From an optimization exercise on the open Yosys and OpenROAD flow, aimed at small area; shortcuts taken in it are not production practice. Function was checked by simulation only, so behaviour that the tests miss may differ from the original. Power is estimated from default activity; no workload was simulated.

== north ==
==> flow/design.v (excerpt) <==
module processor_v3
    #(  parameter DATA_DEP = 512,
        parameter PROG_ADDR_WID = 30,
        parameter DATA_ADDR_WID = 29
    )
    (
        input clk,
        input nrst,
        input [31:0] inst,
        input [63:0] rdata,
        output [31:0] pc,
        output [31:0] addr,
        output wr_en,
        output [63:0] wdata,
        output [7:0] wmask,
        output [63:0] ALUop1,
        output [63:0] ALUop2,
        output [63:0] ALUres,
        output [63:0] RFwrdata,
        output RFwren
    );
Size in the first run: roughly 490 I/O pins.
Settings: LEC_CHECK=0, CAP_MARGIN=20, CORE_MARGIN=2, CORE_UTILIZATION=40, PLACE_DENSITY=0.7, SLEW_MARGIN=20, SYNTH_HIERARCHICAL=1; clock period 8.5 ns.
standard.sh (not shown) runs the stock make flow with config.mk's settings and CLKGATE_MAP_FILE= SYNTH_SCRIPT=/design/flow/synth_recipe.tcl, a recipe that flattens the netlist after the stock synthesis.
==> flow/flow/run.sh <==
#!/bin/bash
# Layout: the standard flow (standard synthesis, floorplan, power grid,
# placement, CTS, routing), with three changes to how the layout is made:
#  - the port buffers are the platform's smallest buffer, buf_1, instead of
#    the one buffer_ports picks by default (clkdlybuf4s50_1);
#  - clock tree synthesis clusters the flip-flops into larger groups per
#    leaf buffer (clkbuf_8 only) and inserts no dummy loads.
# Every tool's output goes to the ORFS logs under orfs/logs/; make's own
# output goes to make_standard.log in this folder.
set -euo pipefail
export BUFFER_PORTS_ARGS="-buffer_cell sky130_fd_sc_hd__buf_1"
export CTS_ARGS="-sink_clustering_enable -repair_clock_nets -dont_use_dummy_load -sink_clustering_size 14 -sink_clustering_max_diameter 60 -buf_list sky130_fd_sc_hd__clkbuf_8"
bash standard.sh > make_standard.log 2>&1
north reached the end of the flow, and the finished layout is clean on the timing, design-rule and antenna checks.
--- input diff north..south ---
# north
export LEC_CHECK = 0
export CAP_MARGIN = 20
export CORE_MARGIN = 2
export CORE_UTILIZATION = 40
export PLACE_DENSITY = 0.7
export SLEW_MARGIN = 20
export SYNTH_HIERARCHICAL = 1
create_clock -name core_clock -period 8.5 [get_ports {clk}]
# south
export LEC_CHECK = 0
export CAP_MARGIN = 20
export CORE_MARGIN = 2
export CORE_UTILIZATION = 40
export SLEW_MARGIN = 20
export SYNTH_HIERARCHICAL = 1
create_clock -name core_clock -period 8.5 [get_ports {clk}]
Results
- south reached the end of the flow, and the finished layout is clean on the timing, design-rule and antenna checks.
- Against north, south comes in 0.07 ns lower on required time at the endpoint of the critical path.
- Number of signal-net buffers in the layout: south vs north down 1.2%
- Synthesis-to-layout area growth delta for south relative to north: 0.26 points lower
- Compared with north, south shows a higher global-route usage.
- Taking north as the reference, in south transition time at the pin with the least slew margin now smaller, cell area about even, mean routed wirelength per cell grew by 1.7 um.
Setup changes, south to east
# south
export LEC_CHECK = 0
export CAP_MARGIN = 20
export CORE_MARGIN = 2
export CORE_UTILIZATION = 40
export SLEW_MARGIN = 20
export SYNTH_HIERARCHICAL = 1
create_clock -name core_clock -period 8.5 [get_ports {clk}]
# east
export LEC_CHECK = 0
export CAP_MARGIN = 20
export CORE_MARGIN = 2
export CORE_UTILIZATION = 40
export CTS_CLUSTER_DIAMETER = 80
export CTS_CLUSTER_SIZE = 20
export SLEW_MARGIN = 20
export SYNTH_HIERARCHICAL = 1
create_clock -name core_clock -period 8.5 [get_ports {clk}]
==> flow/run.sh (new file) <==
#!/bin/bash
# synth_recipe.tcl (not shown) runs the flow's synth.tcl, then flattens the netlist and writes it again
# the make line also repeats each setting of config.mk as NAME=value (left out here)
make -C /OpenROAD-flow-scripts/flow DESIGN_CONFIG=/design/flow/config.mk WORK_HOME=/design/flow/orfs CLKGATE_MAP_FILE= SYNTH_SCRIPT=/design/flow/synth_recipe.tcl finish
removed: flow/flow/run.sh
removed: flow/standard.sh
==> results.txt <==
Setup slack is higher on east
The run showing the smaller core utilization is south.
Wire length on met3: east and south compared, lower one is east
What south reported for largest net degree at the start of global routing has to be multiplied by 0.914 to get the figure for east.
Cmp east and south / highest fanout seen on the critical path / lower: east
Relative to south, the number of non-clock buffers in the layout measured on east has increased by a few percent.
Diff south -> east | final cell count | increase of 0.46%
Clock group share of total power for east: 5.2 points up relative to south
Looking at clock skew, east sits 0.14 ns lower than south does.
The higher logic gate share of total power came out of south.
[diff] aggregate routed wire length, east relative to south: improvement

Another version of the RTL of processor_v3 (not shown whole).
Size in the first run: roughly 8200 cells after synthesis, roughly 97000 sq um of cells after synthesis.
## processor_v3
module processor_v3
    #(  parameter DATA_DEP = 512,
        parameter PROG_ADDR_WID = 30,
        parameter DATA_ADDR_WID = 29
    )
    (
        input clk,
        input nrst,
        input [31:0] inst,
        input [63:0] rdata,
        output [31:0] pc,
        output [31:0] addr,
        output wr_en,
        output [63:0] wdata,
        output [7:0] wmask,
        output [63:0] ALUop1,
        output [63:0] ALUop2,
        output [63:0] ALUres,
        output [63:0] RFwrdata,
        output RFwren
    );
clock: 8.5 ns
lec_check: 0
cap_margin: 20
core_margin: 2
core_utilization: 40
place_density: 0.7
slew_margin: 20
synth_hierarchical: 1
==> flow/flow/run.sh <==
#!/bin/bash
# Layout: the standard flow (standard synthesis, floorplan, power grid,
# placement, CTS, routing), with three changes to how the layout is made:
#  - the port buffers are the platform's smallest buffer, buf_1, instead of
#    the one buffer_ports picks by default (clkdlybuf4s50_1);
#  - clock tree synthesis clusters the flip-flops into larger groups per
#    leaf buffer (clkbuf_8 only) and inserts no dummy loads.
# Every tool's output goes to the ORFS logs under orfs/logs/; make's own
# output goes to make_standard.log in this folder.
set -euo pipefail
export BUFFER_PORTS_ARGS="-buffer_cell sky130_fd_sc_hd__buf_1"
export CTS_ARGS="-sink_clustering_enable -repair_clock_nets -dont_use_dummy_load -sink_clustering_size 14 -sink_clustering_max_diameter 60 -buf_list sky130_fd_sc_hd__clkbuf_8"
bash standard.sh > make_standard.log 2>&1
The starting point went through all stages and came out clean.
Change:
PLACE_DENSITY = unset   (was 0.7)
Effect: The changed run finished with timing, DRC and antenna clean. Core utilization barely changes. Clock power increases slightly. Routed wire length increases by a few percent. Setup slack improved by 0.30 ns. Sequential power stays flat. Clock-buffer cell count increases by 3.

Setup of the baseline:
Another version of the RTL of processor_v3 (not shown whole).
For scale: roughly 8200 cells after synthesis, about 490 I/O pins, ~97000 µm² of cells after synthesis.
## processor_v3
module processor_v3
    #(  parameter DATA_DEP = 512,
        parameter PROG_ADDR_WID = 30,
        parameter DATA_ADDR_WID = 29
    )
    (
        input clk,
        input nrst,
        input [31:0] inst,
        input [63:0] rdata,
        output [31:0] pc,
        output [31:0] addr,
        output wr_en,
        output [63:0] wdata,
        output [7:0] wmask,
        output [63:0] ALUop1,
        output [63:0] ALUop2,
        output [63:0] ALUres,
        output [63:0] RFwrdata,
        output RFwren
    );
clock: 8.5 ns
lec_check: 0
cap_margin: 20
core_margin: 2
core_utilization: 40
cts_cluster_diameter: 80
cts_cluster_size: 20
slew_margin: 20
synth_hierarchical: 1
==> flow/flow/run.sh <==
#!/bin/bash
# Layout: the standard flow (standard synthesis, floorplan, power grid,
# placement, CTS, routing), with three changes to how the layout is made:
#  - the port buffers are the platform's smallest buffer, buf_1, instead of
#    the one buffer_ports picks by default (clkdlybuf4s50_1);
#  - clock tree synthesis clusters the flip-flops into larger groups per
#    leaf buffer and inserts no dummy loads.
# Every tool's output goes to the ORFS logs under orfs/logs/; make's own
# output goes to make_standard.log in this folder.
set -euo pipefail
export BUFFER_PORTS_ARGS="-buffer_cell sky130_fd_sc_hd__buf_1"
export CTS_ARGS="-sink_clustering_enable -repair_clock_nets -dont_use_dummy_load -sink_clustering_size 24 -sink_clustering_max_diameter 90"
bash standard.sh > make_standard.log 2>&1
The baseline | stages: all done | timing, DRC, antenna: all pass
Input-level comparison between the candidate and the baseline:
==> flow/run.sh (new file) <==
#!/bin/bash
# synth_recipe.tcl (not shown) runs the flow's synth.tcl, then flattens the netlist and writes it again
# the make line also repeats each setting of config.mk as NAME=value (left out here)
make -C /OpenROAD-flow-scripts/flow DESIGN_CONFIG=/design/flow/config.mk WORK_HOME=/design/flow/orfs CLKGATE_MAP_FILE= SYNTH_SCRIPT=/design/flow/synth_recipe.tcl finish
removed: flow/flow/run.sh
removed: flow/standard.sh
Findings:
The candidate: flow completed, timing, DRC and antenna clean. Sort the candidate and the baseline by critical-path maximum fanout desc -> top: the baseline. Diff the candidate and the baseline: setup slack lower in the candidate. The baseline vs the candidate, master of the slowest instance on the critical path: sky130_fd_sc_hd__nor2_4 vs sky130_fd_sc_hd__nor3_4. When the candidate is measured against the baseline, its maximum frequency turns out 0.33% lower. [the candidate vs the baseline] worst reg-to-reg setup slack: lower in the candidate. Looking at met2 usage across the candidate and the baseline, the one that comes out lower is the candidate.

## re-timing with driven ports
Ports are ideal in the flow. The routed layouts listed here were re-timed in OpenROAD. Step 1: set_driving_cell puts a clkbuf_16 on clk and a buf_2 on each other input, an assumption about the parent block. Step 2, shift: input delay + t, output delay - t, t = (earliest + latest rising clock arrival at the registers) / 2. This alone moves slack from input paths to output paths. Slacks: no drivers / after step 1 / after step 2; pairs: no drivers / after step 1.
run | t (ns) | setup slack, ns | worst register clock-pin slew, ns | worst data-port slew with drivers (ns) | pins driven straight from the clock port
north | 1.156 | 0.405 / 0.405 / 0.405 | 0.10 / 0.10 | 0.06 | 1
south | 1.136 | 1.126 / 1.126 / 1.126 | 0.11 / 0.11 | 0.19 | 1
east | 0.964 | 1.325 / 1.325 / 1.325 | 0.10 / 0.10 | 0.05 | 1
the first run of note 2 | 1.119 | 0.791 / 0.791 / 0.791 | 0.10 / 0.10 | 0.06 | 1
the second run of note 2 | 1.129 | 1.095 / 1.095 / 1.095 | 0.11 / 0.11 | 0.17 | 1
the baseline | 0.948 | 0.732 / 0.732 / 0.732 | 0.11 / 0.11 | 0.06 | 1
the candidate | 0.982 | 0.706 / 0.706 / 0.706 | 0.09 / 0.09 | 0.09 | 1
After both steps setup and hold are still met in every run listed.
